Context: an optimization exercise on an open-source flow, tuned for small area and a short achievable clock period. The choices shown serve that exercise and are no tape-out recipe. In this exercise RTL edits were held to simulation tests only and were not proved equivalent to the original. The clock cells of runs 5 to 7 come from the design's own scripts or RTL, not from TritonCTS. The clock port is modelled as an ideal driver, which makes a skipped or thinned clock tree look cheaper than it is; a real chip needs a root buffer or a tree. Power is estimated from default activity; no workload was simulated.

==> design.v <==
module median9_window (
    input            clk,
    input            rst,
    input            shift,
    input      [7:0] pixel_in,
    output     [7:0] median,       
    output     [7:0] live          
);
    reg  [7:0] p [0:8];
    reg        t [0:7][0:7];       
    reg  [3:0] fill;
    wire [7:0] gt;                 
    wire [7:0] prec [0:8];         
    wire [8:0] sel;
    wire [7:0] pick;
    genvar a, b;
    generate
        for (a = 0; a < 8; a = a + 1) begin : g_cmp
            wire gt_raw;
            assign live[a] = (fill >= 9 - a);
            greater8 u_gt (.x(p[a]), .y_n(~p[8]), .gt(gt_raw));
            assign gt[a] = gt_raw & live[a];
        end
        for (b = 0; b < 9; b = b + 1) begin : g_rank
            for (a = 0; a < 8; a = a + 1) begin : g_other
                if (a < b) begin : g_older
                    if (b == 8) begin : g_new
                        assign prec[b][a] = ~gt[a];
                    end else begin : g_old
                        assign prec[b][a] = ~t[a][b];
                    end
                end else begin : g_newer
                    if (a + 1 == 8) begin : g_new
                        assign prec[b][a] = gt[b];
                    end else begin : g_old
                        assign prec[b][a] = t[b][a+1];
                    end
                end
            end
            if (b < 8) begin : g_sel
                exactly4of8 u_rank (.x(prec[b]), .y(sel[b]));
            end
        end
    endgenerate
    assign sel[8] = ~|sel[7:0];
    assign pick = ({8{sel[0]}} & p[0]) | ({8{sel[1]}} & p[1]) | ({8{sel[2]}} & p[2])
                | ({8{sel[3]}} & p[3]) | ({8{sel[4]}} & p[4]) | ({8{sel[5]}} & p[5])
                | ({8{sel[6]}} & p[6]) | ({8{sel[7]}} & p[7]) | ({8{sel[8]}} & p[8]);
    assign median = pick & {8{live[4]}};
    always @(posedge clk or posedge rst) begin
        if (rst)
            fill <= 4'd0;
        else if (shift && fill != 4'd9)
            fill <= fill + 4'd1;
    end
    integer i, j;
    always @(posedge clk) begin
        if (shift) begin
            for (i = 0; i < 8; i = i + 1)
                p[i] <= p[i+1];
            p[8] <= pixel_in;
            for (i = 0; i < 7; i = i + 1) begin
                for (j = i + 1; j < 7; j = j + 1)
                    t[i][j] <= t[i+1][j+1];
                t[i][7] <= gt[i+1];
            end
        end
    end
endmodule
module greater8 (
    input  [7:0] x,
    input  [7:0] y_n,
    output       gt
);
    wire [8:0] c;
    assign c[0] = 1'b0;
    genvar k;
    generate
        for (k = 0; k < 8; k = k + 1) begin : g_bit
            assign c[k+1] = (x[k] & y_n[k]) | (c[k] & (x[k] | y_n[k]));
        end
    endgenerate
    assign gt = c[8];
endmodule
module exactly4of8 (
    input  [7:0] x,
    output       y
);
    wire s0 = x[0] ^ x[1] ^ x[2];
    wire c0 = (x[0] & x[1]) | (x[2] & (x[0] ^ x[1]));
    wire s1 = x[3] ^ x[4] ^ x[5];
    wire c1 = (x[3] & x[4]) | (x[5] & (x[3] ^ x[4]));
    wire s2 = x[6] ^ x[7];
    wire c2 = x[6] & x[7];
    wire s3 = s0 ^ s1 ^ s2;
    wire c3 = (s0 & s1) | (s2 & (s0 ^ s1));
    wire two = ((c0 ^ c1) & (c2 ^ c3)) | (c0 & c1 & ~c2 & ~c3) | (~c0 & ~c1 & c2 & c3);
    assign y = ~s3 & two;
endmodule
module sobel_mag (
    input         clk,
    input  [71:0] w,       
    input         zero,    
    output [7:0]  mag
);
    wire [7:0] w0 = w[0 +: 8], w1 = w[8 +: 8], w2 = w[16 +: 8];
    wire [7:0] w3 = w[24 +: 8], w5 = w[40 +: 8];
    wire [7:0] w6 = w[48 +: 8], w7 = w[56 +: 8], w8 = w[64 +: 8];
    wire [7:0] s17, s26, s53, s80;
    wire       c17, c26, c53, c80;
    rca #(8) u17 (.a(w1), .b(~w7), .cin(1'b1), .s(s17), .cout(c17));
    rca #(8) u26 (.a(w2), .b(~w6), .cin(1'b1), .s(s26), .cout(c26));
    rca #(8) u53 (.a(w5), .b(~w3), .cin(1'b1), .s(s53), .cout(c53));
    rca #(8) u80 (.a(w8), .b(~w0), .cin(1'b1), .s(s80), .cout(c80));
    wire [8:0] d17 = {~c17, s17}, d26 = {~c26, s26};
    wire [8:0] d53 = {~c53, s53}, d80 = {~c80, s80};
    wire [9:0]  e, f;
    wire        ce, cf;
    rca #(10) ue (.a({d53[8], d53}), .b({d26[8], d26}), .cin(1'b0), .s(e), .cout(ce));
    rca #(10) uf (.a({d53[8], d53}), .b({d80[8], d80}), .cin(1'b0), .s(f), .cout(cf));
    wire [10:0] sa, sb;
    wire        ca, cb;
    rca #(11) ua (.a({e[9], e}), .b({{2{d17[8]}}, d17}), .cin(1'b0), .s(sa), .cout(ca));
    rca #(11) ub (.a({f[9], f}), .b(~{{2{d17[8]}}, d17}), .cin(1'b1), .s(sb), .cout(cb));
    reg [10:0] da, db;
    reg        zero_q;
    always @(posedge clk) begin
        da <= sa;
        db <= sb;
        zero_q <= zero;
    end
    wire neg_a = da[10], neg_b = db[10];
    wire big_a = ~((da[10:7] == 4'b0000) | ((da[10:7] == 4'b1111) & (da[6:0] != 7'd0)));
    wire big_b = ~((db[10:7] == 4'b0000) | ((db[10:7] == 4'b1111) & (db[6:0] != 7'd0)));
    wire [6:0] a1 = da[6:0] ^ {7{neg_a}};
    wire [6:0] b1 = db[6:0] ^ {7{neg_b}};
    wire [6:0] cmp_s;
    wire       pick_a;
    rca #(7) uc (.a(a1), .b(~b1), .cin(~(neg_b & ~neg_a)), .s(cmp_s), .cout(pick_a));
    wire [6:0] mx1 = pick_a ? a1 : b1;
    wire       inc = pick_a ? neg_a : neg_b;
    wire [7:0] mx;
    rca #(7) ui (.a(mx1), .b(7'd0), .cin(inc), .s(mx[6:0]), .cout(mx[7]));
    reg [7:0] mag_q;
    always @(posedge clk)
        mag_q <= zero_q ? 8'd0 : (big_a | big_b) ? 8'd255 : {mx[6:0], 1'b0};
    assign mag = mag_q;
endmodule
module rca #(parameter N = 8) (
    input  [N-1:0] a,
    input  [N-1:0] b,
    input          cin,
    output [N-1:0] s,
    output         cout
);
    wire [N:0] c;
    assign c[0] = cin;
    genvar k;
    generate
        for (k = 0; k < N; k = k + 1) begin : g_bit
            assign s[k]   = a[k] ^ b[k] ^ c[k];
            assign c[k+1] = (a[k] & b[k]) | (c[k] & (a[k] ^ b[k]));
        end
    endgenerate
    assign cout = c[N];
endmodule
module image_filter_top (
    input        clk,
    input        rst,
    input  [7:0] pixel_in,
    input        valid_in,
    output [7:0] pixel_out,
    output       valid_out
);
    reg  [7:0] pix_q;              
    reg        take;
    wire [7:0] med;
    wire [7:0] live;
    reg  [7:0] m [0:8];
    reg        v1, v2;
    always @(posedge clk)
        pix_q <= pixel_in;
    median9_window u_median (
        .clk(clk), .rst(rst), .shift(take), .pixel_in(pix_q), .median(med), .live(live)
    );
    sobel_mag u_sobel (
        .clk(clk),
        .w({m[8], m[7], m[6], m[5], m[4], m[3], m[2], m[1], m[0]}),
        .zero(~live[3]),
        .mag(pixel_out)
    );
    integer i;
    always @(posedge clk) begin
        if (take) begin
            for (i = 0; i < 3; i = i + 1)
                m[i] <= m[i+1] & {8{live[i+1]}};
            for (i = 3; i < 8; i = i + 1)
                m[i] <= m[i+1];
            m[8] <= med;
        end
    end
    always @(posedge clk or posedge rst) begin
        if (rst) begin
            take <= 1'b0;
            v1 <= 1'b0;
            v2 <= 1'b0;
        end else begin
            take <= valid_in;
            v1 <= take;
            v2 <= v1;
        end
    end
    assign valid_out = v2;
endmodule
==> flow/run.sh <==
#!/bin/bash
# The standard layout, with port buffers of a faster cell than the one
# buffer_ports picks by default (a clock delay buffer).
set -euo pipefail
export BUFFER_PORTS_ARGS="-buffer_cell sky130_fd_sc_hd__buf_2"
bash standard.sh > standard.log 2>&1
==> standard.sh <==
#!/bin/bash
# synth_recipe.tcl (not shown) runs the flow's synth.tcl, then flattens the netlist and writes it again
# the make line also repeats each setting of config.mk as NAME=value (left out here)
make -C /OpenROAD-flow-scripts/flow DESIGN_CONFIG=/design/flow/config.mk WORK_HOME=/design/flow/orfs CLKGATE_MAP_FILE= SYNTH_SCRIPT=/design/flow/synth_recipe.tcl "${@:-finish}"
==> config.mk <==
export PLATFORM = sky130hd
export DESIGN_NAME = image_filter_top
export DESIGN_NICKNAME = image_filter_top
export VERILOG_FILES = /design/flow/design.v
export SDC_FILE = /design/flow/constraint.sdc
export NUM_CORES = 4
export LEC_CHECK = 0
export CAP_MARGIN = 20
export CORE_MARGIN = 2
export CORE_UTILIZATION = 40
export CTS_CLUSTER_DIAMETER = 80
export CTS_CLUSTER_SIZE = 25
export SLEW_MARGIN = 20
==> constraint.sdc <==
create_clock -name core_clock -period 24.0 [get_ports {clk}]
set_input_delay 4.8000 -clock core_clock [delete_from_list [all_inputs] [get_ports {clk}]]
set_output_delay 4.8000 -clock core_clock [all_outputs]
set_load 0.01 [all_outputs]
==> summary.txt, run 1 <==
CP endpoint valid_out; Worst setup startpoint v2$_DFF_PP0_; drt pass-1 iters 5; Die Area 30300 um^2; VDD IR max 0.0696 mV; RSZ-0062 raised after global routing no; TNS Setup 0 ps; Post-Syn Instances 874; Most Used Layer, Global Route met2; Synth Cell Area 11600 um^2; Final Cell Area 12700 um^2; Critical Path RT 19200 ps; Pleak 5.10 nW; # clock sinks 218; I/O pins 20; Die Wd 174 um; Buf/Inv on CP 1; GRT met3 Usage 2.01%; Mapped Nets 1022; post-DP HPWL 15.8 mm; WP depth 1; Final Slew Violations 0; DRC 0; Vias/cell 5.00; vias in the first global route 6637; reg2reg start m[5][0]$_DFFE_PP_; Starting Density 40.5%; Placed Cells 1269; fin crit period 5770 ps; Post-synth ARST share 3.21%; final setup margin 18230 ps; fin cells 1295; maxcap violations 0; commonest non-fill, non-tap cell in the layout edfxtp_1; total global routing overflow 0; #FFs+latches synth 218; Post-DRT Antenna Nets 0; skew final 29.2 ps; WL final 21.1 mm; crit-path max FO 1; via count 6476; WS Path Type reg -> out; P&R area growth vs syn 9.51%; Post-synth EDFFs 172; CTS resizes 0; met1 Use GR 20.4%; dpl ws 18490 ps; delay-heaviest family, CP flip-flops; Max-slew headroom 29.5%; FP Rows 62; initial antenna violation count 0; fin crit share 24.0%; CORE AREA 28500 um^2; syn avg cell area 13.2 um^2; ratio of cells with drive above 1 in the final layout 8.56%; CTS Hold Bufs 0; pin count of the biggest net entering global routing 67; Setup crit end kind output pin; share of the synthesized area in the top cell type 44.7%; Cell Pwr Density 145 nW/um^2; commonest cells after routing, fill and taps aside 172 x edfxtp_1, 166 x inv_1, 87 x fa_1, 50 x ha_1, 39 x dfxtp_1; DRT iter0 DRCs 499; post-CTS setup buffer count 0; actual slew at the worst max-slew pin 1060 ps; Skew-Pair Late Insertion Delay 500 ps; Root Buffer clkbuf_16; TritonCTS buffer count 15; worst reg2reg path endpoint u_sobel.db[9]$_DFF_P_; CTS tree built; global-route wire length before repair 35.1 mm; CTS clock-pin slew for the worst setup and hold paths 70 ps; met2 Usage GRT 23.9%; critical-path cell list buf_2; Slowest Stage Delay on Critical Path 360 ps; H-tree depth 1; Cell Area, Placed 12100 um^2; Synth Flop Type edfxtp_1; largest area contributor in the netlist edfxtp_1; PortBufs 19; YS warnings 8; WL per Instance 16.3 um; R2R cell count 16; crit start category flop; synth unique cells 59; ANT cells 0; Slowest-stage cell, CP dfrtp_1; Arr. time, crit path 970 ps; status timing/DRC/antenna clean; final setup fails 0; sequential element share of the synthesized area 52.9%; FMAX 173 MHz; top cells by area, synth edfxtp_1 45%, fa_1 15%, dfxtp_1 6.8%; clock buffer depth 3; Hold Path Class reg -> reg; height of the die 174 um; Hold Fails Final Rpt 0; R2R Setup Slk 18520 ps; Tot GR Track Use 14.4%; GPL Wtd Cong 0.803; nets@finish 1050
flip-flops by register name, summed over array words and instances, names as in the netlist, 4 cells and up:
signal,count
u_median.t,28
u_sobel.da,11
u_median.fill,4
m,72
pix_q,8
u_median.p,72
u_sobel.db,11
u_sobel.mag_q,8
layout make-up:
cell class	instances	area [um^2]
inverters	168	631
well taps	384	480
clock buffers	16	379
repair buffers	28	163
clock inverters	10	155
multi-input cells	471	4730
flip-flops and latches	218	6120
fillers	2652	15900
worst min path at each step:
stage	end	slack [ps]	start	depth (start not counted)
after floorplan	v2$_DFF_PP0_	330	v1$_DFF_PP0_	0
after global placement	v2$_DFF_PP0_	330	v1$_DFF_PP0_	0
after detailed placement	v2$_DFF_PP0_	340	v1$_DFF_PP0_	0
after CTS	v2$_DFF_PP0_	350	v1$_DFF_PP0_	0
after global routing	v2$_DFF_PP0_	360	v1$_DFF_PP0_	0
final	v2$_DFF_PP0_	350	v1$_DFF_PP0_	0
through the flow:
step	utilization [%]	hold WS, ps	power [mW]
after floorplan	-	331	1.31
after global placement	42.5	333	1.54
after detailed placement	42.5	336	1.58
after CTS	44.4	354	1.87
after global routing	44.4	363	2.04
final	44.4	352	1.83
cell usage after synthesis, types with 4 or more instances:
| cell | n |
|---|---|
| or3_1 | 4 |
| a211oi_2 | 6 |
| nand2_1 | 30 |
| fa_1 | 87 |
| xnor2_1 | 16 |
| nor2b_1 | 34 |
| a22o_1 | 17 |
| clkbuf_1 | 13 |
| nor2_1 | 28 |
| ha_1 | 50 |
| inv_1 | 166 |
| and2_1 | 8 |
| edfxtp_1 | 172 |
| a31oi_1 | 9 |
| dfrtp_1 | 7 |
| a211oi_1 | 11 |
| mux2i_1 | 12 |
| nand4_1 | 5 |
| nand3_1 | 18 |
| maj3_1 | 10 |
| nor3b_1 | 6 |
| a221oi_1 | 28 |
| o22ai_1 | 7 |
| nor4_1 | 5 |
| o21ai_0 | 11 |
| a21oi_1 | 8 |
| nand2b_1 | 15 |
| dfxtp_1 | 39 |
cells by family (layout without fill, tap and decap cells):
group / after synthesis / count (layout) / synth area share [%]
flip-flops: 218 / 218 / 52.9
XOR/XNOR: 19 / 19 / 1.44
multiplexers: 14 / 14 / 1.23
AO/OA/AOI/OAI: 119 / 119 / 8.32
buffers and inverters: 185 / 222 / 6.16
AND/OR/NAND/NOR: 169 / 169 / 8.28
adder cells (fa/ha/maj): 150 / 150 / 21.6
power breakdown:
group          internal (mW)  switching, mW
logic                  0.424          0.536
clock network          0.145          0.142
registers              0.520         0.0662
layer usage:
layer | routed length, um | share of wire [%]
met5 | 0 | 0
met4 | 337 | 1.6
met3 | 933 | 4.4
met2 | 10200 | 48
met1 | 9650 | 46
==> run 2, diff against run 1 <==
==> flow/run.sh (replaced) <==
#!/bin/bash
# The standard layout (standard.sh), with two changes to how it is made:
#  - logic mapping: ABC runs an area-oriented script (flow/abc_area.script,
#    selected by ABC_AREA=1 in config.mk) instead of ORFS's own. It maps only
#    the logic between registers, so the registers and their names are those
#    of the standard synthesis.
#  - port buffers: buffer_ports uses buf_2 instead of the clock delay buffer
#    it picks by default.
# Every tool's output goes to the ORFS logs under orfs/logs and to
# standard.log here.
set -euo pipefail
here=$(pwd)
rm -rf scripts
cp -r "$FLOW_HOME/scripts" scripts
cp flow/abc_area.script scripts/abc_area.script
export SCRIPTS_DIR="$here/scripts"
export BUFFER_PORTS_ARGS="-buffer_cell sky130_fd_sc_hd__buf_2"
bash standard.sh > standard.log 2>&1
==> flow/abc_area.script (new file) <==
&get -n
&st
&dch
&nf -p -R 1000
&put
topo
stime -c
--- a/config.mk
+++ b/config.mk
@@ -6,4 +6,6 @@
 export NUM_CORES = 4
 export LEC_CHECK = 0
+export ABC_AREA = 1
+export ABC_CLOCK_PERIOD_IN_PS = 10000
 export CAP_MARGIN = 20
 export CORE_MARGIN = 2
==> summary.txt, run 2 <==
Post-synth EDFFs 172; ANT cells 0; RSZ-0062 raised after global routing no; fin crit share 25.9%; I/O pins 20; GPL Wtd Cong 0.818; Vias/cell 4.88; synth unique cells 29; Synth Cell Area 10900 um^2; Synth Flop Type edfxtp_1; CTS Hold Bufs 0; CTS tree built; CTS resizes 0; Buf/Inv on CP 1; most instantiated cells after synthesis 172 x edfxtp_1, 147 x clkinv_1, 87 x fa_1; most numerous cell in the Yosys netlist edfxtp_1; sequential element share of the synthesized area 56.4%; mux share of post-synthesis cell area 0.104%; status timing/DRC/antenna clean; vias in the first global route 5900; final setup margin 17800 ps; FP Rows 60; DRT iter0 DRCs 390; via count 5687; Cell Pwr Density 142 nW/um^2; clock buffer depth 3; CORE AREA 26800 um^2; post-CTS setup buffer count 0; DRC 0; fin crit period 6200 ps; Skew-Pair Late Insertion Delay 490 ps; Root Buffer clkbuf_16; PortBufs 19; skew final 26.0 ps; register area 6120 um^2; top cells by area, synth edfxtp_1 48%, fa_1 16%, dfxtp_1 7.2%; P&R area growth vs syn 9.77%; largest area contributor in the netlist edfxtp_1; multi-input logic area 4190 um^2; #FFs+latches synth 218; WS Path Type reg -> reg; Final Cell Area 11900 um^2; Arr. time, crit path 6410 ps; VDD IR max 0.0650 mV; final setup fails 0; YS warnings 8; Compound-Gate Fraction of Synth Area 5.56%; Hold Fails Final Rpt 0; main combinational cell family by area after synthesis adder cells; Starting Density 40.5%; delay-heaviest family, CP adder cells; critical-path cell list clkinv_1, maj3_1, maj3_1, maj3_1, maj3_1, maj3_1, maj3_1, maj3_1, o211a_1, ha_1, fa_1, a21oi_1, a21oi_1, a21oi_1, nor3_1, nand2_1, nor2_1, a222oi_1, a31oi_1; Post-synth ARST share 3.21%; Final Util 44.5%; Pleak 4.23 nW; XOR/XNOR Fraction of Synth Area 1.45%; CTS clock-pin slew for the worst setup and hold paths 90 ps; Post-Syn Instances 778; Fillers 2382; ratio of cells with drive above 1 in the final layout 5.70%; H-tree depth 1; Slowest Stage Delay on Critical Path 740 ps; CP most frequent cell maj3_1; Cell Area, Placed 11400 um^2; Post-DRT Antenna Nets 0; Max-slew headroom 37.8%; commonest cells after routing, fill and taps aside 172 x edfxtp_1, 147 x clkinv_1, 87 x fa_1, 52 x maj3_1, 50 x ha_1; share of the synthesized area in the top cell type 47.6%; WL final 19.0 mm; Critical Path RT 24200 ps; post-DP HPWL 14.2 mm; Die Area 28500 um^2; total global routing overflow 0; drt pass-1 iters 5; height of the die 169 um; Mapped Nets 926; WL per Instance 16.3 um; crit-path max FO 9; TritonCTS buffer count 15; syn avg cell area 14.0 um^2; global-route wire length before repair 31.3 mm; Die Wd 169 um; Slowest-stage cell, CP a21oi_1; top flop regs m (72), u_median.p (72), u_median.t (28); Post-Synth Simple-Gate Area 4.85%; # clock sinks 218; pin count of the biggest net entering global routing 65; Setup crit end kind flop; Hold Path Class reg -> reg; FMAX 161 MHz; dpl ws 17830 ps; crit start category flop; TNS Setup 0 ps; commonest non-fill, non-tap cell in the layout edfxtp_1; Final Slew Violations 0; Tot GR Track Use 13.9%; actual slew at the worst max-slew pin 933 ps; maxcap violations 0; Synth Area in Adders 26.6%; nets@finish 965; initial antenna violation count 0
==> run 2: changes by cell type after synthesis, moves of 15 or more <==
cell	previous run	this run
inv_1	166	0
clkinv_1	0	147
maj3_1	10	52
a21oi_1	8	48
a221oi_1	28	0
a22o_1	17	0
nand2_1	30	13
nor2b_1	34	18
a222oi_1	0	15
==> run 2: metrics by stage <==
stage	hold WS, ps	power [mW]	instances
2_1_floorplan	331	1.23	778
3_3_place_gp	331	1.44	1141
3_5_place_dp	345	1.46	1141
4_1_cts	366	1.74	1165
5_1_grt	370	1.90	1165
6_report	362	1.70	1165
==> run 2: power by group <==
group          leakage, nW  internal (mW)  switching [mW]  total, mW
Clock                0.245          0.133           0.137      0.270
Combinational         1.88          0.368           0.476      0.843
Sequential            2.11          0.519          0.0663      0.585
==> run 2: worst reg2reg max path, stage by stage (launching register included) <==
cell and delay, ps:
edfxtp_1 390, clkinv_1 260, maj3_1 430, maj3_1 360, maj3_1 360, maj3_1 360
maj3_1 370, maj3_1 370, maj3_1 360, o211a_1 150, ha_1 320, fa_1 430
a21oi_1 160, a21oi_1 50, a21oi_1 740, nor3_1 150, nand2_1 110, nor2_1 120
a222oi_1 320, a31oi_1 120
==> run 2: cell families after synthesis <==
kind of cell,Yosys count
AO/OA/AOI/OAI,97
XOR/XNOR,18
adder cells (fa/ha/maj),189
buffers and inverters,147
flip-flops,218
multiplexers,1
AND/OR/NAND/NOR,108
==> run 2: final timing paths <==
kind                                             from                 to  slack [ps]  cells after the start
max                        u_median.p[8][1]$_DFFE_PP_  m[8][2]$_DFFE_PP_       17800                     19
min                                      v1$_DFF_PP0_       v2$_DFF_PP0_         360                      0
max reg2reg                u_median.p[8][1]$_DFFE_PP_  m[8][2]$_DFFE_PP_       17800                     19
min reg2reg                              v1$_DFF_PP0_       v2$_DFF_PP0_         360                      0
max in group asynchronous                         rst     take$_DFF_PP0_       19620                      2
min in group asynchronous                         rst       v1$_DFF_PP0_        4190                      2
==> run 2: cell type report <==
class	instances	share of cell area, %
multi-input cells	413	35.2
clock inverters	8	1.09
clock buffers	16	3.18
inverters	147	4.63
flip-flops and latches	218	51.4
repair buffers	22	0.987
well taps	341	3.58
==> run 2: metal layers <==
| metal | up-vias | GRT usage [%] | wire [um] |
|---|---|---|---|
| met2 | 124 | 22.7 | 8730 |
| met3 | 21 | 2.13 | 901 |
| met5 | - | 0 | 0 |
| met4 | 0 | 3.00 | 269 |
| met1 | 2790 | 20.0 | 9090 |
| li1 | 2752 | - | - |
==> run 3, diff against run 2 <==
--- a/flow/run.sh
+++ b/flow/run.sh
@@ -7,4 +7,7 @@
 #  - port buffers: buffer_ports uses buf_2 instead of the clock delay buffer
 #    it picks by default.
+#  - timing repair: repair_timing works on every path slower than 5.9 ns
+#    (a setup slack margin of 18.1 ns at the 24 ns clock), not only on
+#    failing ones; the clock and constraints are unchanged.
 # Every tool's output goes to the ORFS logs under orfs/logs and to
 # standard.log here.
@@ -16,3 +19,4 @@
 export SCRIPTS_DIR="$here/scripts"
 export BUFFER_PORTS_ARGS="-buffer_cell sky130_fd_sc_hd__buf_2"
+export SETUP_SLACK_MARGIN=18.1
 bash standard.sh > standard.log 2>&1
==> summary.txt, run 3 <==
status timing/DRC/antenna clean; Vias/cell 4.90; synth unique cells 29; delay-heaviest family, CP flip-flops; #FFs+latches synth 218; vias in the first global route 5938; pin count of the biggest net entering global routing 65; Hold EP v2$_DFF_PP0_; Die Area 28500 um^2; P&R area growth vs syn 11.1%; WS Path Type reg -> out; sequential element share of the synthesized area 56.4%; global-route wire length before repair 31.5 mm; Final Slew Violations 0; initial antenna violation count 0; I/O pins 20; PortBufs 19; CTS tree built; FMAX 173 MHz; Buf/Inv on CP 1; worst reg2reg path endpoint m[8][4]$_DFFE_PP_; Worst setup startpoint v2$_DFF_PP0_; RSZ-0062 raised after global routing no; Fillers 2371; commonest non-fill, non-tap cell in the layout edfxtp_1; total global routing overflow 0; Tot GR Track Use 14.0%; commonest cells after routing, fill and taps aside 172 x edfxtp_1, 144 x clkinv_1, 85 x fa_1, 52 x maj3_1, 50 x ha_1; nets@finish 970; GPL Wtd Cong 0.818; drt pass-1 iters 6; WL final 19.2 mm; actual slew at the worst max-slew pin 879 ps; Critical Path RT 19200 ps; Slowest Stage Delay on Critical Path 360 ps; CORE AREA 26800 um^2; YS warnings 8; clock buffer depth 3; Post-synth ARST share 3.21%; # clock sinks 218; most instantiated cells after synthesis 172 x edfxtp_1, 147 x clkinv_1, 87 x fa_1; ANT cells 0; Setup crit end kind output pin; R2R Setup Slk 18290 ps; top cells by area, synth edfxtp_1 48%, fa_1 16%, dfxtp_1 7.2%; Pleak 4.26 nW; Synth Flop Type edfxtp_1; VDD IR max 0.0650 mV; maxcap violations 0; Mapped Nets 926; skew final 27.2 ps; syn avg cell area 14.0 um^2; critical-path cell list buf_2; most numerous cell in the Yosys netlist edfxtp_1; TritonCTS buffer count 15; Synth Cell Area 10900 um^2; Slowest-stage cell, CP dfrtp_1; ratio of cells with drive above 1 in the final layout 8.56%; CTS Hold Bufs 0; H-tree depth 1; crit-path max FO 1; Starting Density 40.5%; hold path startpoint v1$_DFF_PP0_; fin crit period 5770 ps; Cell Pwr Density 144 nW/um^2; dpl ws 17830 ps; final setup fails 0; DRC 0; Post-DRT Antenna Nets 0; Post-Syn Instances 778; Post-synth EDFFs 172; Hold Fails Final Rpt 0; reg2reg start u_median.p[8][1]$_DFFE_PP_; FP Rows 60; Skew-Pair Late Insertion Delay 490 ps; share of the synthesized area in the top cell type 47.6%; R2R cell count 20; Max-slew headroom 41.4%; fin crit share 24.1%; via count 5728; Arr. time, crit path 970 ps; TNS Setup 0 ps; Die Wd 169 um; CTS clock-pin slew for the worst setup and hold paths 90 ps; largest area contributor in the netlist edfxtp_1; height of the die 169 um; post-DP HPWL 14.2 mm; crit start category flop; top flop regs m (72), u_median.p (72), u_median.t (28); Hold Path Class reg -> reg; Cells on Worst Hold Path 0; DRT iter0 DRCs 394; Root Buffer clkbuf_16; final setup margin 18230 ps; WL per Instance 16.4 um
==> run 3: cell counts after synthesis <==
No cell type changed its count.
==> run 3: layer usage <==
layer / track usage [%] / vias to the layer above / part of all wire [%]
met5: 0 / - / 0
met4: 3.34 / 0 / 1.5
met3: 2.20 / 25 / 4.5
met2: 22.8 / 117 / 46
met1: 20.0 / 2827 / 48
li1: - / 2759 / -
==> run 3: logic make-up (layout without fill, tap and decap cells) <==
kind of cell / count (synthesis) / count (layout) / synth area share [%]
flops: 218 / 218 / 56.4
xor+xnor: 18 / 18 / 1.45
mux: 1 / 1 / 0.104
compound gates: 97 / 97 / 5.56
simple gates: 108 / 108 / 4.85
buf+inv: 147 / 198 / 5.08
fa+ha+maj: 189 / 189 / 26.6
==> run 3: per-stage QoR <==
| stage | power (mW) | utilization (%) | hold WS, ps | instances | area (um^2) |
|---|---|---|---|---|---|
| 5_1_grt | 1.94 | 45.0 | 370 | 1170 | 12100 |
| 3_3_place_gp | 1.44 | 42.6 | 331 | 1141 | 11400 |
| 3_5_place_dp | 1.46 | 42.6 | 345 | 1141 | 11400 |
| 2_1_floorplan | 1.23 | - | 331 | 778 | 10900 |
| 4_1_cts | 1.74 | 44.6 | 366 | 1165 | 11900 |
| 6_report | 1.73 | 45.0 | 362 | 1170 | 12100 |
==> run 3: area by class of cell <==
class | count | area [um^2] | share of cell area, %
well taps | 341 | 427 | 3.54
clock buffers | 16 | 379 | 3.14
clock inverters | 8 | 130 | 1.08
multi-input cells | 413 | 4290 | 35.6
repair buffers | 27 | 153 | 1.27
flip-flops and latches | 218 | 6120 | 50.8
inverters | 147 | 556 | 4.61
==> run 3: worst max path at each step <==
stage	cells after the start	end
4_1_cts	19	m[8][2]$_DFFE_PP_
3_3_place_gp	19	m[8][2]$_DFFE_PP_
5_1_grt	20	m[8][4]$_DFFE_PP_
6_report	1	valid_out
2_1_floorplan	19	m[8][2]$_DFFE_PP_
3_5_place_dp	19	m[8][2]$_DFFE_PP_
==> run 3: what timing repair did <==
| action | 4_1_cts | 5_1_grt |
|---|---|---|
| endpoints found under the setup margin | 8 | 10 |
| gates resized for setup | 6 | 21 |
| buffers inserted | 0 | 5 |
| cloned | 0 | 0 |
| pin swaps | 0 | 2 |
==> run 3: report_power, final <==
group / internal (mW) / switching, mW / total (mW)
clock: 0.133 / 0.137 / 0.270
combinational: 0.385 / 0.493 / 0.878
sequential: 0.519 / 0.0659 / 0.584
==> run 4, diff against run 3 <==
--- a/design.v
+++ b/design.v
@@ -173,14 +173,10 @@
     output       valid_out
 );
-    reg  [7:0] pix_q;              
-    reg        take;
     wire [7:0] med;
     wire [7:0] live;
     reg  [7:0] m [0:8];
     reg        v1, v2;
-    always @(posedge clk)
-        pix_q <= pixel_in;
     median9_window u_median (
-        .clk(clk), .rst(rst), .shift(take), .pixel_in(pix_q), .median(med), .live(live)
+        .clk(clk), .rst(rst), .shift(valid_in), .pixel_in(pixel_in), .median(med), .live(live)
     );
     sobel_mag u_sobel (
@@ -192,5 +188,5 @@
     integer i;
     always @(posedge clk) begin
-        if (take) begin
+        if (valid_in) begin
             for (i = 0; i < 3; i = i + 1)
                 m[i] <= m[i+1] & {8{live[i+1]}};
@@ -202,10 +198,8 @@
     always @(posedge clk or posedge rst) begin
         if (rst) begin
-            take <= 1'b0;
             v1 <= 1'b0;
             v2 <= 1'b0;
         end else begin
-            take <= valid_in;
-            v1 <= take;
+            v1 <= valid_in;
             v2 <= v1;
         end
==> summary.txt, run 4 <==
status timing/DRC/antenna clean; WL per Instance 15.9 um; CORE AREA 26100 um^2; DRT iter0 DRCs 539; TritonCTS buffer count 13; Die Area 28000 um^2; GPL Wtd Cong 0.735; Pleak 4.18 nW; Die Wd 167 um; RSZ-0062 raised after global routing no; maxcap violations 0; # clock sinks 209; crit-path max FO 1; final setup fails 0; global-route wire length before repair 31.1 mm; WL final 18.6 mm; skew final 27.1 ps; initial antenna violation count 0; Vias/cell 4.88; FP Rows 59; most instantiated cells after synthesis 172 x edfxtp_1, 147 x clkinv_1, 87 x fa_1; sequential element share of the synthesized area 55.6%; top cells by area, synth edfxtp_1 48%, fa_1 16%, ha_1 5.9%; Final Slew Violations 0; dpl ws 17170 ps; CTS clock-pin slew for the worst setup and hold paths 110 ps; share of the synthesized area in the top cell type 48.3%; Tot GR Track Use 14.0%; commonest non-fill, non-tap cell in the layout edfxtp_1; Placed Cells 1141; delay-heaviest family, CP flip-flops; Setup crit end kind output pin; Cells on Worst Hold Path 0; post-DP HPWL 13.6 mm; P&R area growth vs syn 10.3%; #FFs+latches synth 209; Critical Path RT 19200 ps; fin crit period 5800 ps; Skew-Pair Late Insertion Delay 490 ps; Post-synth EDFFs 172; clock buffer depth 3; actual slew at the worst max-slew pin 863 ps; critical-path cell list buf_2; Hold Path Class reg -> reg; H-tree depth 1; top flop regs m (72), u_median.p (72), u_median.t (28); via count 5708; Arr. time, crit path 1000 ps; vias in the first global route 5969; Starting Density 40.9%; TNS Setup 0 ps; fin crit share 24.2%; Slowest Stage Delay on Critical Path 380 ps; Max-slew headroom 42.5%; most numerous cell in the Yosys netlist edfxtp_1; VDD IR max 0.0605 mV; final setup margin 18200 ps; Cell Pwr Density 143 nW/um^2; ratio of cells with drive above 1 in the final layout 7.55%; Post-DRT Antenna Nets 0; synth unique cells 29; syn avg cell area 13.8 um^2; WP depth 1; DRC 0; YS warnings 8; PortBufs 19; Root Buffer clkbuf_16; drt pass-1 iters 18; Buf/Inv on CP 1; FMAX 172 MHz; largest area contributor in the netlist edfxtp_1; I/O pins 20; Post-synth ARST share 2.87%; Mapped Nets 924; pin count of the biggest net entering global routing 115; Hold Fails Final Rpt 0; CTS Hold Bufs 0; Post-Syn Instances 776; CTS tree built; nets@finish 975; height of the die 167 um; Fillers 2370; Synth Flop Type edfxtp_1; R2R cell count 22; crit start category flop; commonest cells after routing, fill and taps aside 172 x edfxtp_1, 146 x clkinv_1, 84 x fa_1, 51 x a21oi_1, 50 x ha_1; total global routing overflow 0; Synth Cell Area 10700 um^2; fin cells 1169; Final Util 45.1%; WS Path Type reg -> out; ANT cells 0; WHS 361 ps; Slowest-stage cell, CP dfrtp_1
run 4: path summary, 6_finish.rpt:
check	from	to	slack, ps
hold reg to reg	v1$_DFF_PP0_	v2$_DFF_PP0_	360
setup / recovery	v2$_DFF_PP0_	valid_out	18200
max in group asynchronous	rst	u_median.fill[3]$_DFFE_PP0P_	19670
hold / removal	v1$_DFF_PP0_	v2$_DFF_PP0_	360
setup reg to reg	u_median.p[8][1]$_DFFE_PP_	m[8][2]$_DFFE_PP_	18310
min in group asynchronous	rst	v1$_DFF_PP0_	4170
run 4: report_power, final:
part           switching, mW  leakage [nW]  internal (mW)
Combinational          0.494          1.96          0.389
Sequential            0.0607          2.03          0.502
Clock                  0.125         0.196          0.109
Total                  0.680          4.18           1.00
run 4: final cells by class:
| type | count | area, um^2 | area share [%] |
|---|---|---|---|
| flip-flops and latches | 209 | 5940 | 50.4 |
| multi-input cells | 420 | 4230 | 35.9 |
| inverters | 147 | 556 | 4.71 |
| well taps | 335 | 419 | 3.56 |
| clock buffers | 17 | 350 | 2.97 |
| repair buffers | 36 | 241 | 2.05 |
| clock inverters | 5 | 56.3 | 0.478 |
run 4: per-stage QoR:
stage / instance area (um^2) / power [mW]
after floorplan: 10700 / 1.21
after global placement: 11300 / 1.45
after detailed placement: 11300 / 1.46
after CTS: 11700 / 1.71
after global routing: 11800 / 1.88
final: 11800 / 1.68
run 4: cells by family (layout without fill, tap and decap cells):
kind of cell / count (synthesis) / count (layout) / share of synthesized area [%]
multiplexers: 1 / 1 / 0.105
flip-flops: 209 / 209 / 55.6
adder cells (fa/ha/maj): 186 / 186 / 26.8
XOR/XNOR: 18 / 18 / 1.48
AO/OA/AOI/OAI: 102 / 102 / 5.82
buffers and inverters: 147 / 205 / 5.17
AND/OR/NAND/NOR: 113 / 113 / 5.12
run 4: repair_timing:
item / 4_1_cts / 5_1_grt
endpoints found under the setup margin: 71 / 8
pin swaps: 0 / 2
setup buffers: 0 / 6
resized for setup: 6 / 8
run 4: layer usage:
metal,track usage (%),routed length (um),share of wire (%),vias to the layer above
li1,-,-,-,2765
met1,19.3,8560,46,2814
met2,23.6,9000,48,117
met3,2.01,865,4.6,12
met4,3.02,219,1.2,0
met5,0,0,0,-
==> run 5, diff against run 4 <==
--- a/design.v
+++ b/design.v
@@ -7,5 +7,7 @@
     output     [7:0] live          
 );
-    reg  [7:0] p [0:8];
+    reg  [7:0] p [0:7];
+    reg  [7:0] p8_n;               
+    wire [7:0] p8 = ~p8_n;
     reg        t [0:7][0:7];       
     reg  [3:0] fill;
@@ -19,5 +21,5 @@
             wire gt_raw;
             assign live[a] = (fill >= 9 - a);
-            greater8 u_gt (.x(p[a]), .y_n(~p[8]), .gt(gt_raw));
+            greater8 u_gt (.x(p[a]), .y_n(p8_n), .gt(gt_raw));
             assign gt[a] = gt_raw & live[a];
         end
@@ -46,5 +48,5 @@
     assign pick = ({8{sel[0]}} & p[0]) | ({8{sel[1]}} & p[1]) | ({8{sel[2]}} & p[2])
                 | ({8{sel[3]}} & p[3]) | ({8{sel[4]}} & p[4]) | ({8{sel[5]}} & p[5])
-                | ({8{sel[6]}} & p[6]) | ({8{sel[7]}} & p[7]) | ({8{sel[8]}} & p[8]);
+                | ({8{sel[6]}} & p[6]) | ({8{sel[7]}} & p[7]) | ({8{sel[8]}} & p8);
     assign median = pick & {8{live[4]}};
     always @(posedge clk or posedge rst) begin
@@ -57,7 +59,8 @@
     always @(posedge clk) begin
         if (shift) begin
-            for (i = 0; i < 8; i = i + 1)
+            for (i = 0; i < 7; i = i + 1)
                 p[i] <= p[i+1];
-            p[8] <= pixel_in;
+            p[7] <= p8;
+            p8_n <= ~pixel_in;
             for (i = 0; i < 7; i = i + 1) begin
                 for (j = i + 1; j < 7; j = j + 1)
==> flow/run.sh (replaced) <==
#!/bin/bash
# The standard layout (standard.sh), with these changes to how it is made:
#  - logic mapping: ABC runs an area-oriented script (flow/abc_area.script,
#    selected by ABC_AREA=1 in config.mk) instead of ORFS's own, and half
#    adder cells are not used (they are marked don't-use), which leaves that
#    logic to ABC. Neither touches the registers, so they and their names
#    are those of the standard synthesis.
#  - port buffers: buffer_ports uses buf_2 instead of the clock delay buffer
#    it picks by default.
#  - clock tree: instead of TritonCTS's three-level tree, a two-level one
#    (flow/clocktree.tcl): the clock port drives two clkbuf_16, which drive
#    twelve clkbuf_16, each at the centre of a cluster of flip-flops. Every
#    flip-flop is two buffers away from the port. The rest of the CTS step
#    (legalising, repair) is ORFS's.
#  - timing repair: repair_timing works on every path slower than 5.6 ns
#    (a setup slack margin of 18.4 ns at the 24 ns clock), not only on
#    failing ones; the clock and constraints are unchanged.
# Every tool's output goes to the ORFS logs under orfs/logs and to
# standard.log here.
set -euo pipefail
here=$(pwd)
rm -rf scripts
cp -r "$FLOW_HOME/scripts" scripts
cp flow/abc_area.script scripts/abc_area.script
grep -q '^log_cmd clock_tree_synthesis {\*}\$cts_args$' scripts/cts.tcl
sed -i 's|^log_cmd clock_tree_synthesis {\*}\$cts_args$|source $::env(CLOCK_TREE_TCL)\nbuild_clock_tree2 2 12 sky130_fd_sc_hd__clkbuf_16\nset_propagated_clock [all_clocks]|' scripts/cts.tcl
export CLOCK_TREE_TCL="$here/flow/clocktree.tcl"
export SCRIPTS_DIR="$here/scripts"
export DONT_USE_CELLS="sky130_fd_sc_hd__ha_1 sky130_fd_sc_hd__ha_2 sky130_fd_sc_hd__ha_4"
export BUFFER_PORTS_ARGS="-buffer_cell sky130_fd_sc_hd__buf_2"
export SETUP_SLACK_MARGIN=18.4
bash standard.sh > standard.log 2>&1
==> flow/clocktree.tcl (new file) <==
# A two-level clock tree: the clock port drives NROOT clock buffers, each of
# which drives some of NLEAF clock buffers; each leaf buffer sits at the
# centre of a cluster of flip-flops and drives only them. Every flip-flop is
# two buffers away from the port. Clusters come from k-means on placed
# locations.

proc ct_kmeans {xs ys k} {
  set n [llength $xs]
  set order [lsort -real -indices [lmap x $xs y $ys {expr {$x + 0.7 * $y}}]]
  set cx {}; set cy {}
  for {set j 0} {$j < $k} {incr j} {
    set i [lindex $order [expr {int(($j + 0.5) * $n / $k)}]]
    lappend cx [lindex $xs $i]; lappend cy [lindex $ys $i]
  }
  set asg {}
  for {set iter 0} {$iter < 60} {incr iter} {
    set asg {}
    for {set i 0} {$i < $n} {incr i} {
      set best 0; set bd 1e30
      for {set j 0} {$j < $k} {incr j} {
        set d [expr {abs([lindex $xs $i] - [lindex $cx $j]) + abs([lindex $ys $i] - [lindex $cy $j])}]
        if {$d < $bd} { set bd $d; set best $j }
      }
      lappend asg $best
    }
    set sx [lrepeat $k 0.0]; set sy [lrepeat $k 0.0]; set cnt [lrepeat $k 0]
    for {set i 0} {$i < $n} {incr i} {
      set j [lindex $asg $i]
      lset sx $j [expr {[lindex $sx $j] + [lindex $xs $i]}]
      lset sy $j [expr {[lindex $sy $j] + [lindex $ys $i]}]
      lset cnt $j [expr {[lindex $cnt $j] + 1}]
    }
    for {set j 0} {$j < $k} {incr j} {
      if {[lindex $cnt $j] > 0} {
        lset cx $j [expr {[lindex $sx $j] / [lindex $cnt $j]}]
        lset cy $j [expr {[lindex $sy $j] / [lindex $cnt $j]}]
      }
    }
  }
  return [list $asg $cx $cy]
}

proc ct_buffer {block master name x y in_net} {
  set inst [odb::dbInst_create $block $master $name]
  $inst setLocation [expr {int($x)}] [expr {int($y)}]
  $inst setPlacementStatus PLACED
  set net [odb::dbNet_create $block "${name}_net"]
  $net setSigType CLOCK
  [$inst findITerm X] connect $net
  [$inst findITerm A] connect $in_net
  return $net
}

proc build_clock_tree2 {nroot nleaf master_name} {
  set block [ord::get_db_block]
  set master [[ord::get_db] findMaster $master_name]
  set clk [$block findNet clk]
  set sinks [$clk getITerms]
  set xs {}; set ys {}
  foreach it $sinks {
    set b [[$it getInst] getBBox]
    lappend xs [expr {([$b xMin] + [$b xMax]) / 2.0}]
    lappend ys [expr {([$b yMin] + [$b yMax]) / 2.0}]
  }
  lassign [ct_kmeans $xs $ys $nleaf] asg lx ly
  lassign [ct_kmeans $lx $ly $nroot] rasg rx ry
  set rnets {}
  for {set r 0} {$r < $nroot} {incr r} {
    lappend rnets [ct_buffer $block $master "clkbuf_root_$r" [lindex $rx $r] [lindex $ry $r] $clk]
  }
  set lnets {}
  for {set j 0} {$j < $nleaf} {incr j} {
    set rn [lindex $rnets [lindex $rasg $j]]
    lappend lnets [ct_buffer $block $master "clkbuf_leaf_$j" [lindex $lx $j] [lindex $ly $j] $rn]
  }
  set i 0
  foreach it $sinks {
    $it disconnect
    $it connect [lindex $lnets [lindex $asg $i]]
    incr i
  }
  puts "clock tree: [llength $sinks] sinks, $nleaf leaf buffers, $nroot root buffers"
}
--- a/config.mk
+++ b/config.mk
@@ -11,5 +11,3 @@
 export CORE_MARGIN = 2
 export CORE_UTILIZATION = 40
-export CTS_CLUSTER_DIAMETER = 80
-export CTS_CLUSTER_SIZE = 25
 export SLEW_MARGIN = 20
==> summary.txt, run 5 <==
Buf/Inv on CP 1; Tot GR Track Use 13.7%; Vias/cell 5.16; fin crit period 5660 ps; Starting Density 40.8%; post-DP HPWL 13.6 mm; final setup margin 18340 ps; Post-synth ARST share 2.87%; Synth Flop Type edfxtp_1; FMAX 177 MHz; total global routing overflow 0; WP depth 1; delay-heaviest family, CP flip-flops; Post-Synth Simple-Gate Area 4.91%; Synth Cell Area 10700 um^2; TNS Setup 0 ps; Setup crit end kind output pin; dpl ws 16970 ps; Arr. time, crit path 860 ps; Final Util 44.9%; maxcap violations 0; CORE AREA 26100 um^2; Die Area 28000 um^2; CTS clock-pin slew for the worst setup and hold paths 100 ps; synth unique cells 33; Clk pwr share 12.6%; Critical Path RT 19200 ps; Compound-Gate Fraction of Synth Area 9.88%; Die Wd 167 um; Post-synth EDFFs 172; status timing/DRC/antenna clean; largest area contributor in the netlist edfxtp_1; nets@finish 983; critical-path cell list buf_2; Synth Area in Adders 22.4%; Max-slew headroom 29.8%; sequential group share of total power 34.0%; Hold Fails Final Rpt 0; initial antenna violation count 0; Hold Path Class reg -> reg; final setup fails 0; Top reg by flops m; #FFs+latches synth 209; Internal Power 997 uW; Fillers 2385; share of the synthesized area in the top cell type 48.5%; Post-Syn Instances 793; ratio of cells with drive above 1 in the final layout 8.16%; Worst setup startpoint v2$_DFF_PP0_; skew final 44.6 ps; Combinational Power Share 53.4%; Post-DRT Antenna Nets 0; pin count of the biggest net entering global routing 48; Skew-Pair Late Insertion Delay 360 ps; top flop regs m (72), u_median.p (64), u_median.t (28); WS Path Type reg -> out; R2R cell count 16; ANT cells 0; WHS 364 ps; crit start category flop; sequential element share of the synthesized area 55.7%; XOR/XNOR Fraction of Synth Area 1.48%; mux share of post-synthesis cell area 0.106%; commonest cells after routing, fill and taps aside 172 x edfxtp_1, 152 x clkinv_1, 65 x fa_1, 50 x nor2_1, 50 x ha_1; Mapped Nets 941; most instantiated cells after synthesis 172 x edfxtp_1, 156 x clkinv_1, 87 x fa_1; CP endpoint valid_out; I/O pins 20; drt pass-1 iters 16; RSZ-0062 raised after global routing yes; max reg flops 72; PortBufs 19; CTS Hold Bufs 0; Sw Pwr 676 uW; worst reg2reg path endpoint u_sobel.db[9]$_DFF_P_; VDD IR max 0.0641 mV; vias in the first global route 6209; height of the die 167 um; FP Rows 59; WL per Instance 16.2 um; Slowest-stage cell, CP dfrtp_1; fin crit share 23.6%; DRT iter0 DRCs 561; P&R area growth vs syn 10.1%; R2R Setup Slk 18590 ps; DRC 0; most numerous cell in the Yosys netlist edfxtp_1; actual slew at the worst max-slew pin 1050 ps; crit-path max FO 1; commonest non-fill, non-tap cell in the layout edfxtp_1; global-route wire length before repair 31.5 mm; reg2reg start m[8][0]$_DFFE_PP_; Final Slew Violations 0; Switching Share 40.4%; syn avg cell area 13.4 um^2; YS warnings 8; GPL Wtd Cong 0.779; WL final 18.9 mm; top cells by area, synth edfxtp_1 48%, fa_1 16%, ha_1 5.9%; Pleak 4.14 nW; main combinational cell family by area after synthesis adder cells; Cell Pwr Density 143 nW/um^2; via count 6029; Slowest Stage Delay on Critical Path 380 ps
[run 5: cell types whose count changed in the layout (fill, tap and decap cells not counted), sizes merged, moves of 3 or more]
cell    previous run  this run
o22ai              1        18
maj3              49         2
nand2             15        10
clkbuf            17        14
clkinv           147       154
a22oi             13        21
o221ai             1         7
nor2              42        50
a22o               0         4
nor2b             18        10
o21ai             15        22
buf               36        24
a221oi             0        14
[run 5: routing by layer]
layer / vias up / track usage, % / share of wire, %
li1: 2873 / - / -
met1: 3036 / 18.9 / 46
met2: 100 / 24.1 / 49
met3: 20 / 1.23 / 3.2
met4: 0 / 2.04 / 1.6
met5: - / 0 / 0
[run 5: logic make-up (layout without fill, tap and decap cells)]
logic type      Yosys count  in the layout
flops                   209            209
compound gates          159            159
buf+inv                 156            196
fa+ha+maj               139            139
simple gates            111            111
xor+xnor                 18             18
mux                       1              1
[run 5: layout make-up]
| type | count | area [um^2] | area share (%) |
|---|---|---|---|
| buffer | 14 | 350 | 2.99 |
| inverter | 156 | 588 | 5.01 |
| multi-input combinational | 428 | 4200 | 35.8 |
| sequential | 209 | 5940 | 50.6 |
| timing repair buffer | 26 | 240 | 2.05 |
| tap | 335 | 419 | 3.57 |
[run 5: how the worst min path moves through the flow]
stage,from,to,cells past startpoint
finish,v1$_DFF_PP0_,v2$_DFF_PP0_,0
detailed placement,v1$_DFF_PP0_,v2$_DFF_PP0_,0
CTS,v1$_DFF_PP0_,v2$_DFF_PP0_,0
global route,v1$_DFF_PP0_,v2$_DFF_PP0_,0
floorplan,v1$_DFF_PP0_,v2$_DFF_PP0_,0
global placement,v1$_DFF_PP0_,v2$_DFF_PP0_,0
[run 5: per-stage QoR]
step	instances	cell area [um^2]	power, mW
after floorplan	793	10700	1.21
after global placement	1149	11200	1.42
after detailed placement	1149	11200	1.45
after CTS	1165	11700	1.68
after global routing	1168	11700	1.87
final	1168	11700	1.67
[run 5: what timing repair did]
action	in CTS	in global routing
gates resized for setup	15	19
setup buffers	0	3
cloned	2	0
pin swaps	0	1
setup endpoints to repair	90	8
[run 5: power by group through the flow]
| stage | Clock [mW] | Sequential (mW) | Combinational [mW] |
|---|---|---|---|
| 2_1_floorplan | 0 | 0.561 | 0.648 |
| 3_3_place_gp | 0 | 0.576 | 0.849 |
| 3_5_place_dp | 0 | 0.578 | 0.874 |
| 4_1_cts | 0.219 | 0.570 | 0.888 |
| 5_1_grt | 0.230 | 0.581 | 1.06 |
| 6_report | 0.211 | 0.569 | 0.893 |
==> run 6, diff against run 5 <==
--- a/flow/run.sh
+++ b/flow/run.sh
@@ -13,6 +13,6 @@
 #    flip-flop is two buffers away from the port. The rest of the CTS step
 #    (legalising, repair) is ORFS's.
-#  - timing repair: repair_timing works on every path slower than 5.6 ns
-#    (a setup slack margin of 18.4 ns at the 24 ns clock), not only on
+#  - timing repair: repair_timing works on every path slower than 5.75 ns
+#    (a setup slack margin of 18.25 ns at the 24 ns clock), not only on
 #    failing ones; the clock and constraints are unchanged.
 # Every tool's output goes to the ORFS logs under orfs/logs and to
@@ -29,4 +29,4 @@
 export DONT_USE_CELLS="sky130_fd_sc_hd__ha_1 sky130_fd_sc_hd__ha_2 sky130_fd_sc_hd__ha_4"
 export BUFFER_PORTS_ARGS="-buffer_cell sky130_fd_sc_hd__buf_2"
-export SETUP_SLACK_MARGIN=18.4
+export SETUP_SLACK_MARGIN=18.25
 bash standard.sh > standard.log 2>&1
==> summary.txt, run 6 <==
total global routing overflow 0; vias in the first global route 6173; synth unique cells 33; delay-heaviest family, CP flip-flops; fin crit share 23.6%; Critical Path RT 19200 ps; commonest non-fill, non-tap cell in the layout edfxtp_1; CTS clock-pin slew for the worst setup and hold paths 100 ps; P&R area growth vs syn 9.15%; FP Rows 59; actual slew at the worst max-slew pin 1040 ps; crit start category flop; TNS Setup 0 ps; Die Wd 167 um; WS Path Type reg -> out; sequential element share of the synthesized area 55.7%; height of the die 167 um; Mapped Nets 941; Tot GR Track Use 13.5%; crit-path max FO 1; largest area contributor in the netlist edfxtp_1; pin count of the biggest net entering global routing 94; CP endpoint valid_out; Setup crit end kind output pin; most numerous cell in the Yosys netlist edfxtp_1; syn avg cell area 13.4 um^2; commonest cells after routing, fill and taps aside 172 x edfxtp_1, 151 x clkinv_1, 83 x fa_1, 50 x nor2_1, 50 x ha_1; met2 Usage GRT 23.6%; Cell Pwr Density 141 nW/um^2; FMAX 177 MHz; R2R cell count 18; nets@finish 980; Top reg by flops m; dpl ws 16970 ps; Die Area 28000 um^2; global-route wire length before repair 31.1 mm; Final Slew Violations 0; max reg flops 72; PortBufs 19; VDD IR max 0.0628 mV; GRT met3 Usage 1.23%; RSZ-0062 raised after global routing no; via count 5996; most instantiated cells after synthesis 172 x edfxtp_1, 156 x clkinv_1, 87 x fa_1; status timing/DRC/antenna clean; Post-synth ARST share 2.87%; skew final 45.9 ps; WHS 365 ps; Slowest-stage cell, CP dfrtp_1; DRT iter0 DRCs 521; GPL Wtd Cong 0.779; Slowest Stage Delay on Critical Path 380 ps; Hold Fails Final Rpt 0; Post-DRT Antenna Nets 0; WL final 18.5 mm; worst reg2reg path endpoint u_sobel.da[9]$_DFF_P_; reg2reg start m[5][0]$_DFFE_PP_; maxcap violations 0; Buf/Inv on CP 1; Post-synth EDFFs 172; critical-path cell list buf_2; Post-Syn Instances 793; I/O pins 20; met1 Use GR 18.8%; Synth Cell Area 10700 um^2; Arr. time, crit path 870 ps; YS warnings 8; Skew-Pair Late Insertion Delay 360 ps; Synth Flop Type edfxtp_1; post-DP HPWL 13.6 mm; #FFs+latches synth 209; Worst setup startpoint v2$_DFF_PP0_; CORE AREA 26100 um^2; ANT cells 0; Pleak 4.12 nW; Hold Path Class reg -> reg; Most Used Layer, Global Route met2; ratio of cells with drive above 1 in the final layout 5.78%; WL per Instance 15.9 um; initial antenna violation count 0; Max-slew headroom 30.7%; fin crit period 5670 ps; WP depth 1; share of the synthesized area in the top cell type 48.5%; top flop regs m (72), u_median.p (64), u_median.t (28); final setup margin 18330 ps; R2R Setup Slk 18480 ps; final setup fails 0; top cells by area, synth edfxtp_1 48%, fa_1 16%, ha_1 5.9%; Starting Density 40.8%; Fillers 2395; DRC 0; hold path startpoint v1$_DFF_PP0_; Vias/cell 5.15; drt pass-1 iters 16
run 6: changes by cell type in the layout (fill, tap and decap cells not counted):
cell,change
clkinv_1,-1
buf_4,-2
bufbuf_16,-1
buf_16,-1
fa_2,-18
inv_2,+3
clkinv_2,-2
buf_12,+1
fa_1,+18
run 6: how the worst min path moves through the flow:
stage / to / slack (ps) / cells after the start
2_1_floorplan: v2$_DFF_PP0_ / 330 / 0
3_3_place_gp: v2$_DFF_PP0_ / 340 / 0
3_5_place_dp: v2$_DFF_PP0_ / 340 / 0
4_1_cts: v2$_DFF_PP0_ / 360 / 0
5_1_grt: v2$_DFF_PP0_ / 380 / 0
6_report: v2$_DFF_PP0_ / 360 / 0
run 6: repair_timing:
item	CTS	global route
pin swaps	0	0
resized for setup	6	10
hold buffers	0	0
endpoints found under the setup margin	86	4
gates cloned	1	0
buffers inserted	0	1
run 6: report_power, final:
part           internal, mW  switching (mW)
logic                 0.374           0.492
clock network         0.104           0.106
registers             0.503          0.0658
run 6: routing by layer:
layer	vias up	wire length (um)
li1	2867	-
met1	3012	8460
met2	98	9150
met3	19	589
met4	0	311
met5	-	0
run 6: final cells by class:
class / instances / area [um^2] / area share, %
buffer: 14 / 350 / 3.01
inverter: 156 / 586 / 5.04
multi-input combinational: 428 / 4150 / 35.7
sequential: 209 / 5940 / 51.0
tap: 335 / 419 / 3.60
timing repair buffer: 23 / 185 / 1.59
run 6: through the flow:
stage / utilization (%) / std cells / power (mW) / cell area (um^2)
floorplan: - / 793 / 1.21 / 10700
global placement: 42.8 / 1149 / 1.42 / 11200
detailed placement: 42.8 / 1149 / 1.45 / 11200
CTS: 44.4 / 1164 / 1.67 / 11600
global route: 44.5 / 1165 / 1.85 / 11600
finish: 44.5 / 1165 / 1.64 / 11600
run 6: kinds of logic (layout without fill, tap and decap cells):
kind of cell	Yosys count	count (layout)	synth area share, %
adder cells (fa/ha/maj)	139	139	22.4
buffers and inverters	156	193	5.50
AO/OA/AOI/OAI	159	159	9.88
flip-flops	209	209	55.7
AND/OR/NAND/NOR	111	111	4.91
multiplexers	1	1	0.106
XOR/XNOR	18	18	1.48
==> run 7, diff against run 6 <==
--- a/design.v
+++ b/design.v
@@ -200,12 +200,11 @@
     end
     always @(posedge clk or posedge rst) begin
-        if (rst) begin
+        if (rst)
             v1 <= 1'b0;
-            v2 <= 1'b0;
-        end else begin
+        else
             v1 <= valid_in;
-            v2 <= v1;
-        end
-    end
+    end
+    always @(posedge clk)
+        v2 <= v1 & ~rst;
     assign valid_out = v2;
 endmodule
==> flow/run.sh (replaced) <==
#!/bin/bash
# The standard layout (standard.sh), with these changes to how it is made:
#  - logic mapping: ABC runs an area-oriented script (flow/abc_area.script,
#    selected by ABC_AREA=1 in config.mk) instead of ORFS's own, and Yosys
#    extracts only full adders (extract_fa -fa), which leaves half-adder
#    logic to ABC. Neither touches the registers, so they and their names
#    are those of the standard synthesis.
#  - port buffers: buffer_ports uses buf_2 instead of the clock delay buffer
#    it picks by default.
#  - clock tree: instead of TritonCTS's three-level tree, a two-level one
#    (flow/clocktree.tcl): the clock port drives two clkbuf_16, which drive
#    twelve clkbuf_16, each at the centre of a cluster of flip-flops. Every
#    flip-flop is two buffers away from the port. The rest of the CTS step
#    (legalising, repair) is ORFS's.
#  - timing repair: repair_timing works on every path slower than 5.55 ns
#    (a setup slack margin of 18.45 ns at the 24 ns clock), not only on
#    failing ones; the clock and constraints are unchanged.
# Every tool's output goes to the ORFS logs under orfs/logs and to
# standard.log here.
set -euo pipefail
here=$(pwd)
rm -rf scripts
cp -r "$FLOW_HOME/scripts" scripts
cp flow/abc_area.script scripts/abc_area.script
grep -q '^  extract_fa {\*}\[dont_use_extract_fa_args\]$' scripts/synth.tcl
sed -i 's|^  extract_fa {\*}\[dont_use_extract_fa_args\]$|  extract_fa -fa|' scripts/synth.tcl
grep -q '^log_cmd clock_tree_synthesis {\*}\$cts_args$' scripts/cts.tcl
sed -i 's|^log_cmd clock_tree_synthesis {\*}\$cts_args$|source $::env(CLOCK_TREE_TCL)\nbuild_clock_tree2 2 12 sky130_fd_sc_hd__clkbuf_16\nset_propagated_clock [all_clocks]|' scripts/cts.tcl
export CLOCK_TREE_TCL="$here/flow/clocktree.tcl"
export SCRIPTS_DIR="$here/scripts"
export BUFFER_PORTS_ARGS="-buffer_cell sky130_fd_sc_hd__buf_2"
export SETUP_SLACK_MARGIN=18.45
bash standard.sh > standard.log 2>&1
==> summary.txt, run 7 <==
status timing/DRC/antenna clean; Hold Path Class reg -> reg; most instantiated cells after synthesis 172 x edfxtp_1, 131 x clkinv_1, 87 x fa_1; WS Path Type reg -> out; Sw Pwr 672 uW; synth unique cells 37; YS warnings 8; FP Rows 58; Synth Flop Type edfxtp_1; Post-Synth Simple-Gate Area 5.34%; CORE AREA 25200 um^2; actual slew at the worst max-slew pin 862 ps; ratio of cells with drive above 1 in the final layout 9.13%; global-route wire length before repair 30.9 mm; Post-synth ARST share 2.39%; CTS clock-pin slew for the worst setup and hold paths 80 ps; critical-path cell list buf_6; Compound-Gate Fraction of Synth Area 11.2%; Post-DRT Antenna Nets 0; mux share of post-synthesis cell area 0.293%; sequential group share of total power 34.4%; commonest cells after routing, fill and taps aside 172 x edfxtp_1, 126 x clkinv_1, 70 x fa_1, 35 x a21oi_1, 32 x nor2_1; fin crit share 23.2%; commonest non-fill, non-tap cell in the layout edfxtp_1; Mapped Nets 847; Final Slew Violations 0; fin crit period 5570 ps; WL final 19.0 mm; syn avg cell area 13.7 um^2; DRC 0; crit start category flop; DRT iter0 DRCs 579; most numerous cell in the Yosys netlist edfxtp_1; Vias/cell 5.18; Synth Area in Adders 17.7%; Buf/Inv on CP 1; via count 5798; sequential element share of the synthesized area 57.8%; P&R area growth vs syn 10.4%; TNS Setup 0 ps; Starting Density 40.8%; top cells by area, synth edfxtp_1 50%, fa_1 17%, dfxtp_1 6.2%; Clk pwr share 12.7%; Slowest-stage cell, CP dfxtp_2; Pleak 3.83 nW; top flop regs m (72), u_median.p (64), u_median.t (28); Post-synth EDFFs 172; Hold Fails Final Rpt 0; total global routing overflow 0; height of the die 164 um; RSZ-0062 raised after global routing yes; Slowest Stage Delay on Critical Path 320 ps; Post-Syn Instances 749; share of the synthesized area in the top cell type 50.3%; VDD IR max 0.0830 mV; skew final 44.0 ps; main combinational cell family by area after synthesis adder cells; GPL Wtd Cong 0.816; Internal Power 994 uW; Switching Share 40.3%; Final Util 45.0%; Critical Path RT 19200 ps; Combinational Power Share 52.9%; vias in the first global route 5892; final setup fails 0; largest area contributor in the netlist edfxtp_1; Die Area 27000 um^2; Tot GR Track Use 14.4%; XOR/XNOR Fraction of Synth Area 2.90%; Synth Cell Area 10300 um^2; Arr. time, crit path 770 ps; maxcap violations 0; R2R Setup Slk 18640 ps; max reg flops 72; delay-heaviest family, CP flip-flops; initial antenna violation count 0; PortBufs 19; post-DP HPWL 13.4 mm; ANT cells 0; Cell Pwr Density 147 nW/um^2; nets@finish 889; Die Wd 164 um; Top reg by flops m; drt pass-1 iters 6; Max-slew headroom 42.5%; Skew-Pair Late Insertion Delay 360 ps; I/O pins 20; FMAX 180 MHz; pin count of the biggest net entering global routing 69; Setup crit end kind output pin; WL per Instance 17.0 um; #FFs+latches synth 209; crit-path max FO 1
run 7: cell count changes after synthesis, moves of 6 or more:
cell	before	now
ha_1	50	0
clkinv_1	156	131
nand2_1	10	28
nor2_1	50	32
a21oi_1	50	36
xnor2_1	10	24
a221o_1	1	9
o21a_1	2	8
run 7: layout make-up:
cell class                      count  area, um^2
Tap cell                          330         413
Fill cell                        2275       13800
Buffer                             14         350
Timing Repair Buffer               26         239
Multi-Input combinational cell    409        3900
Inverter                          131         493
Sequential cell                   209        5940
run 7: per-stage QoR:
step / total power [mW] / worst slack, ps / hold WS, ps / area (um^2) / std cells
floorplan: 1.21 / 18530 / 400 / 10300 / 749
global placement: 1.42 / 17200 / 403 / 10800 / 1101
detailed placement: 1.46 / 17210 / 405 / 10800 / 1101
CTS: 1.68 / 18410 / 420 / 11300 / 1119
global route: 1.85 / 18390 / 440 / 11300 / 1119
finish: 1.67 / 18430 / 420 / 11300 / 1119
run 7: repair_timing:
item | 4_1_cts | 5_1_grt
hold endpoints to repair | 0 | 0
hold buffers | 0 | 0
gates cloned | 1 | 0
endpoints found under the setup margin | 188 | 16
gates resized for setup | 10 | 31
setup buffers | 3 | 0
run 7: cell families after synthesis:
logic type / Yosys count
AOI/OAI and AO/OA: 164
buffers and inverters: 131
and+or+nand+nor: 114
muxes: 3
xor gates and xnor gates: 34
DFF: 209
adders and majority gates: 94
run 7: final timing paths:
| kind | start | endpoint | cells past startpoint |
|---|---|---|---|
| max in group asynchronous | rst | u_median.fill[1]$_DFFE_PP0P_ | 2 |
| worst max-delay path | u_sobel.mag_q[0]$_SDFF_PP0_ | pixel_out[0] | 1 |
| worst min register to register | m[4][5]$_DFFE_PP_ | m[3][5]$_DFFE_PP_ | 0 |
| worst min-delay path | m[4][5]$_DFFE_PP_ | m[3][5]$_DFFE_PP_ | 0 |
| worst max register to register | m[8][0]$_DFFE_PP_ | u_sobel.db[9]$_DFF_P_ | 14 |
| min in group asynchronous | rst | u_median.fill[0]$_DFFE_PP0P_ | 2 |
run 7: power groups by stage:
stage	registers (mW)	logic, mW	clock network [mW]
finish	0.573	0.881	0.212
global route	0.585	1.03	0.231
CTS	0.572	0.885	0.219
detailed placement	0.581	0.875	0
global placement	0.578	0.844	0
floorplan	0.562	0.653	0
run 7: metal layers:
metal | global-route usage (%) | wire (um)
met5 | 0 | 0
met3 | 1.52 | 820
met2 | 24.6 | 9380
met1 | 20.2 | 8410
met4 | 2.43 | 355

-- what the ideal ports hide --
Ports are ideal in the flow. The routed layouts listed here were re-timed in OpenROAD.
Step 1 assumes that a clkbuf_16 drives the clock port and a buf_2 every other input.
Step 2 also shifts input and output timing later by t, the mid clock arrival at the registers, as if the neighbouring blocks saw the same clock.
Three values: ideal, step 1, step 2; two values: the first two.
run | shift t [ns] | setup WS [ns] | worst setup path after step 2 | clock arrival spread, ns
run 1 | 0.533 | 18.234 / 18.185 / 18.517 | register to register | 0.029 / 0.030
run 2 | 0.523 | 17.795 / 17.795 / 17.795 | register to register | 0.028 / 0.028
run 3 | 0.524 | 18.225 / 18.180 / 18.294 | register to register | 0.029 / 0.029
run 4 | 0.526 | 18.202 / 18.154 / 17.737 | input to register | 0.032 / 0.031
run 5 | 0.400 | 18.335 / 18.270 / 18.065 | input to register | 0.050 / 0.050
run 6 | 0.398 | 18.335 / 18.271 / 17.970 | input to register | 0.051 / 0.051
run 7 | 0.399 | 18.430 / 18.366 / 18.005 | input to register | 0.044 / 0.044
After both steps setup and hold are still met in every run listed. For run 4, which loses most, drivers alone change the setup slack by -0.048 ns; drivers and shift together by -0.465 ns.
